From an optimization exercise on the open Yosys and OpenROAD flow, aimed at small area; shortcuts taken in it are not production practice.
At most, simulation tests tie the RTL to the original design; equivalence was not proved.
No activity file was given, so power comes from the tool's default toggle rates.

Setup of the baseline:
Design PSEC6_spi, start of the top module:
module PSEC6_spi (
    input logic rstn,  
    input logic spi_clk,
    input logic pico,
    input logic cs,  
    input logic trigger_in,  
    input logic [7:0] poci_ch,  
    input logic [7:0] stop_request,
    output logic poci,
    output logic trigger_out,
    output logic [7:0] test_point_control,  
    output logic clk_enable,
    output logic [5:0] vco_digital_band,  
    output logic [4:0] ref_clk_tgate_control,  
    output logic slow_mode,  
    output logic pfd_switch,  
    output logic pll_switch,  
    output logic [7:0] lpf_resistor_sel,  
    output logic [1:0] mode,  
    output logic [7:0] disc_polarity,  
    output logic [2:0] select_reg,  
    output logic inst_rst,  
    output logic inst_readout,  
    output logic inst_start  
);
For scale: roughly 70 I/O pins, ~5200 sq um of cells after synthesis.
==> module PSEC6_spi, before the edit <==
module PSEC6_spi (
    input logic rstn,  
    input logic spi_clk,
    input logic pico,
    input logic cs,  
    input logic trigger_in,  
    input logic [7:0] poci_ch,  
    input logic [7:0] stop_request,
    output logic poci,
    output logic trigger_out,
    output logic [7:0] test_point_control,  
    output logic clk_enable,
    output logic [5:0] vco_digital_band,  
    output logic [4:0] ref_clk_tgate_control,  
    output logic slow_mode,  
    output logic pfd_switch,  
    output logic pll_switch,  
    output logic [7:0] lpf_resistor_sel,  
    output logic [1:0] mode,  
    output logic [7:0] disc_polarity,  
    output logic [2:0] select_reg,  
    output logic inst_rst,  
    output logic inst_readout,  
    output logic inst_start  
);
    logic full_rstn;
    assign full_rstn = cs & rstn;
    logic [7:0] sr;       
    logic [3:0] cnt;      
    logic       past8;    
    logic [6:0] addr;     
    logic       wr_q;     
    logic       rd0;      
    logic       is_write;
    logic [7:0] r_vco, r_mask, r_inst, r_mode, r_pol, r_ref, r_slow, r_pfd, r_pll, r_tpc, r_lpf;
    always_ff @(posedge spi_clk) begin
        sr <= {sr[6:0], pico};
    end
    logic byte_end;    
    logic addr_byte;   
    assign byte_end  = (cnt[2:0] == 3'd0) & (past8 | cnt[3]);
    assign addr_byte = cnt[3] & (~past8 | wr_q);
    always_ff @(posedge spi_clk or negedge full_rstn) begin
        if (!full_rstn) begin
            cnt <= '0;
            past8 <= 1'b0;
            wr_q <= 1'b0;
            addr <= '0;
        end
        else begin
            cnt <= cnt + 4'd1;
            if (cnt == 4'd8) past8 <= 1'b1;
            wr_q <= is_write;
            if (byte_end) begin
                if (addr_byte) addr <= sr[6:0];
                else if (!wr_q) addr <= addr + 7'd1;
            end
        end
    end
    always_ff @(negedge spi_clk or negedge full_rstn) begin
        if (!full_rstn) begin
            is_write <= 1'b0;
        end
        else if ((cnt[2:0] == 3'd0) & cnt[3] & (~past8 | is_write)) begin
            is_write <= sr[7];
        end
    end
    logic we;
    assign we = is_write & (cnt == 4'd0) & past8;
    always_ff @(negedge spi_clk or negedge rstn) begin
        if (!rstn) begin
            r_vco  <= 8'h3f;
            r_mask <= 8'hff;
            r_mode <= 8'h03;
            r_pol  <= 8'hff;
            r_ref  <= 8'h04;
            r_slow <= 8'h00;
            r_pfd  <= 8'h01;
            r_pll  <= 8'h00;
            r_tpc  <= 8'h00;
            r_lpf  <= 8'h1f;
        end
        else if (we) begin
            if (addr == 7'd1)  r_vco  <= sr;
            if (addr == 7'd2)  r_mask <= sr;
            if (addr == 7'd4)  r_mode <= sr;
            if (addr == 7'd5)  r_pol  <= sr;
            if (addr == 7'd6)  r_ref  <= sr;
            if (addr == 7'd7)  r_slow <= sr;
            if (addr == 7'd8)  r_pfd  <= sr;
            if (addr == 7'd9)  r_pll  <= sr;
            if (addr == 7'd10) r_tpc  <= sr;
            if (addr == 7'd11) r_lpf  <= sr;
        end
    end
    always_ff @(negedge spi_clk or negedge full_rstn) begin
        if (!full_rstn) begin
            r_inst <= 8'h00;
        end
        else if (we & (addr == 7'd3)) begin
            r_inst <= sr;
        end
    end
    logic clk_enable_rstn;
    assign clk_enable_rstn = rstn & ~trigger_in;
    always_ff @(negedge spi_clk or negedge clk_enable_rstn) begin
        if (!clk_enable_rstn) begin
            clk_enable <= 1'b0;
        end
        else if (we & (addr == 7'd3) & (sr[1:0] == 2'd3)) begin
            clk_enable <= 1'b1;
        end
    end
    logic [7:0] rdata;
    always_comb begin
        case (addr)
            7'd1:  rdata = r_vco;
            7'd2:  rdata = r_mask;
            7'd3:  rdata = r_inst;
            7'd4:  rdata = r_mode;
            7'd5:  rdata = r_pol;
            7'd6:  rdata = r_ref;
            7'd7:  rdata = r_slow;
            7'd8:  rdata = r_pfd;
            7'd9:  rdata = r_pll;
            7'd10: rdata = r_tpc;
            7'd11: rdata = r_lpf;
            default: rdata = 8'h00;
        endcase
    end
    always_ff @(posedge spi_clk) begin
        rd0 <= rdata[0];
    end
    logic poci_spi;
    always_comb begin
        if (!past8) poci_spi = 1'b0;
        else if (is_write & ((cnt - 4'd1) < 4'd8)) poci_spi = 1'b0;
        else if (cnt[2:0] == 3'd0) poci_spi = rd0;
        else poci_spi = rdata[3'd0 - cnt[2:0]];
    end
    logic in_ch;
    logic [4:0] s1;
    logic [3:0] s2;
    logic [2:0] ch_idx;
    logic [2:0] ch;
    assign in_ch = (addr >= 7'd12) & (addr <= 7'd67);
    assign s1 = {2'b0, addr[2:0]} + {2'b0, addr[5:3]} + {4'b0, addr[6]} + 5'd2;
    assign s2 = {1'b0, s1[2:0]} + {2'b0, s1[4:3]};
    assign ch_idx = (s2 >= 4'd7) ? 3'(s2 - 4'd7) : s2[2:0];    
    assign ch = ch_idx - addr[2:0] + 3'd4;                     
    assign select_reg = in_ch ? ch_idx : 3'd7;
    assign poci = in_ch ? poci_ch[ch] : poci_spi;
    assign vco_digital_band = r_vco[5:0];
    assign mode = r_mode[1:0];
    assign disc_polarity = r_pol;
    assign slow_mode = r_slow[0];
    assign pfd_switch = r_pfd[0];
    assign pll_switch = r_pll[0];
    assign test_point_control = r_tpc;
    assign lpf_resistor_sel = r_lpf;
    assign trigger_out = |(stop_request & r_mask);
    assign inst_rst     = (r_inst[1:0] == 2'd1);
    assign inst_readout = (r_inst[1:0] == 2'd2);
    assign inst_start   = (r_inst[1:0] == 2'd3);
    always_comb begin
        if (!rstn) ref_clk_tgate_control = 5'b00010;
        else begin
            case (r_ref[2:0])
                3'd0: ref_clk_tgate_control = 5'b00001;
                3'd2: ref_clk_tgate_control = 5'b00100;
                3'd3: ref_clk_tgate_control = 5'b01000;
                3'd4: ref_clk_tgate_control = 5'b10000;
                default: ref_clk_tgate_control = 5'b00010;
            endcase
        end
    end
endmodule
export LEC_CHECK = 0
export CAP_MARGIN = 20
export CORE_MARGIN = 2
export CORE_UTILIZATION = 40
export SLEW_MARGIN = 20
create_clock -name core_clock -period 25.0 [get_ports {spi_clk}]
standard.sh (not shown) runs the stock make flow with config.mk's settings and CLKGATE_MAP_FILE= SYNTH_SCRIPT=/design/flow/synth_recipe.tcl, a recipe that flattens the netlist after the stock synthesis.
==> flow/flow/run.sh <==
#!/bin/bash
# The standard layout, with three changes:
#  - the standard synthesis's combinational logic is re-mapped by ABC for area (registers untouched),
#  - each port gets the smallest buffer,
#  - the clock tree uses small clock buffers and no dummy loads.
set -euo pipefail
W=$(pwd)
R=$W/orfs/results/$FLOW_PLATFORM/PSEC6_spi/base
LIB=$FLOW_HOME/platforms/$FLOW_PLATFORM/lib/sky130_fd_sc_hd__tt_025C_1v80.lib
YOSYS=$FLOW_HOME/../tools/install/yosys/bin/yosys
[[ -x $YOSYS ]] || YOSYS=yosys

export BUFFER_PORTS_ARGS="-buffer_cell sky130_fd_sc_hd__buf_1"
export REMOVE_ABC_BUFFERS=1
export CTS_ARGS="-sink_clustering_enable -repair_clock_nets -dont_use_dummy_load -buf_list {sky130_fd_sc_hd__clkbuf_4 sky130_fd_sc_hd__clkbuf_8}"

bash standard.sh synth > synth.log 2>&1

DONT=$(grep -o 'sky130_fd_sc_hd__\(probe\|lpflow\)[a-z0-9_]*' $FLOW_HOME/platforms/$FLOW_PLATFORM/config.mk | sort -u | sed 's/^/-dont_use /' | tr '\n' ' ')
cp $R/1_2_yosys.v $W/std_1_2_yosys.v
sed -e "s#@LIB@#$LIB#g" -e "s#@IN@#$W/std_1_2_yosys.v#" -e "s#@OUT@#$R/1_2_yosys.v#" -e "s#@TOP@#$FLOW_TOP#" \
    -e "s#@DONTUSE@#$DONT#" -e "s#@SCRIPT@#$W/flow/remap.abc#" flow/remap.ys.in > remap.ys
$YOSYS -s remap.ys > remap.log 2>&1
rm -f $R/1_synth.odb $R/1_synth.sdc

bash standard.sh > standard.log 2>&1
==> flow/flow/remap.abc <==
strash
dch
amap
==> flow/flow/remap.ys.in <==
# Re-map the standard synthesis's combinational logic for area; registers are kept as they are.
read_liberty -ignore_miss_func @LIB@
blackbox sky130_fd_sc_hd__df* sky130_fd_sc_hd__sdf* sky130_fd_sc_hd__edf* sky130_fd_sc_hd__sedf* sky130_fd_sc_hd__dl* sky130_fd_sc_hd__conb_1
read_verilog @IN@
hierarchy -top @TOP@
flatten
opt_clean -purge
stat
abc -liberty @LIB@ @DONTUSE@ -script @SCRIPT@
opt_clean -purge
hilomap -singleton -hicell sky130_fd_sc_hd__conb_1 HI -locell sky130_fd_sc_hd__conb_1 LO
insbuf -buf sky130_fd_sc_hd__buf_1 A X
splitnets
opt_clean -purge
rename -hide w:*.*
rename -enumerate -pattern rmw_% w:*
rename -enumerate -pattern rmc_% c:*
check
stat -liberty @LIB@
write_verilog -noattr -noexpr -nohex -nodec @OUT@
diff inputs: the baseline => the candidate
diff --git a/flow/design.v b/flow/design.v
--- a/flow/design.v
+++ b/flow/design.v
@@ -36,4 +36,5 @@
     always_ff @(posedge spi_clk) begin
         sr <= {sr[6:0], pico};
+        wr_q <= is_write;    
     end
     logic byte_end;    
@@ -45,5 +46,4 @@
             cnt <= '0;
             past8 <= 1'b0;
-            wr_q <= 1'b0;
             addr <= '0;
         end
@@ -51,5 +51,4 @@
             cnt <= cnt + 4'd1;
             if (cnt == 4'd8) past8 <= 1'b1;
-            wr_q <= is_write;
             if (byte_end) begin
                 if (addr_byte) addr <= sr[6:0];
@@ -68,30 +67,45 @@
     logic we;
     assign we = is_write & (cnt == 4'd0) & past8;
+    localparam logic [7:0] RV_VCO  = 8'h3f;
+    localparam logic [7:0] RV_MASK = 8'hff;
+    localparam logic [7:0] RV_MODE = 8'h03;
+    localparam logic [7:0] RV_POL  = 8'hff;
+    localparam logic [7:0] RV_REF  = 8'h04;
+    localparam logic [7:0] RV_PFD  = 8'h01;
+    localparam logic [7:0] RV_LPF  = 8'h1f;
+    logic [7:0] x_vco, x_mask, x_mode, x_pol, x_ref, x_pfd, x_lpf;
     always_ff @(negedge spi_clk or negedge rstn) begin
         if (!rstn) begin
-            r_vco  <= 8'h3f;
-            r_mask <= 8'hff;
-            r_mode <= 8'h03;
-            r_pol  <= 8'hff;
-            r_ref  <= 8'h04;
-            r_slow <= 8'h00;
-            r_pfd  <= 8'h01;
-            r_pll  <= 8'h00;
-            r_tpc  <= 8'h00;
-            r_lpf  <= 8'h1f;
+            x_vco  <= '0;
+            x_mask <= '0;
+            x_mode <= '0;
+            x_pol  <= '0;
+            x_ref  <= '0;
+            r_slow <= '0;
+            x_pfd  <= '0;
+            r_pll  <= '0;
+            r_tpc  <= '0;
+            x_lpf  <= '0;
         end
         else if (we) begin
-            if (addr == 7'd1)  r_vco  <= sr;
-            if (addr == 7'd2)  r_mask <= sr;
-            if (addr == 7'd4)  r_mode <= sr;
-            if (addr == 7'd5)  r_pol  <= sr;
-            if (addr == 7'd6)  r_ref  <= sr;
+            if (addr == 7'd1)  x_vco  <= sr ^ RV_VCO;
+            if (addr == 7'd2)  x_mask <= sr ^ RV_MASK;
+            if (addr == 7'd4)  x_mode <= sr ^ RV_MODE;
+            if (addr == 7'd5)  x_pol  <= sr ^ RV_POL;
+            if (addr == 7'd6)  x_ref  <= sr ^ RV_REF;
             if (addr == 7'd7)  r_slow <= sr;
-            if (addr == 7'd8)  r_pfd  <= sr;
+            if (addr == 7'd8)  x_pfd  <= sr ^ RV_PFD;
             if (addr == 7'd9)  r_pll  <= sr;
             if (addr == 7'd10) r_tpc  <= sr;
-            if (addr == 7'd11) r_lpf  <= sr;
+            if (addr == 7'd11) x_lpf  <= sr ^ RV_LPF;
         end
     end
+    assign r_vco  = x_vco  ^ RV_VCO;
+    assign r_mask = x_mask ^ RV_MASK;
+    assign r_mode = x_mode ^ RV_MODE;
+    assign r_pol  = x_pol  ^ RV_POL;
+    assign r_ref  = x_ref  ^ RV_REF;
+    assign r_pfd  = x_pfd  ^ RV_PFD;
+    assign r_lpf  = x_lpf  ^ RV_LPF;
     always_ff @(negedge spi_clk or negedge full_rstn) begin
         if (!full_rstn) begin
### Flow results
As of the candidate, combinational power had fallen by more than a quarter compared to the baseline.
In the candidate, the effective utilization at floorplan came out 0.16 points below the value in the baseline.
Relative to the baseline, the area of all placed cells without fillers measured on the candidate has decreased slightly.
On worst setup slack after placement: the candidate sits above the baseline.
The candidate vs the baseline on post-synthesis average cell area: the candidate is the higher one.
Compared with the baseline, the candidate shows wire length that has gone up by a few percent.
The more densely filled core belongs to the baseline, not the candidate.
In the flow results for the baseline and the candidate, the flip-flop and latch area is smaller on the candidate.
Relative to the baseline, layout overhead on the synthesized area has decreased by 0.55 points in the candidate.
Diff the baseline and the candidate: total power higher in the baseline
The power share of the combinational group reported for the candidate is smaller than that of the baseline by 6.6 points.
For the candidate, only the layout was checked, not whether the RTL still works.
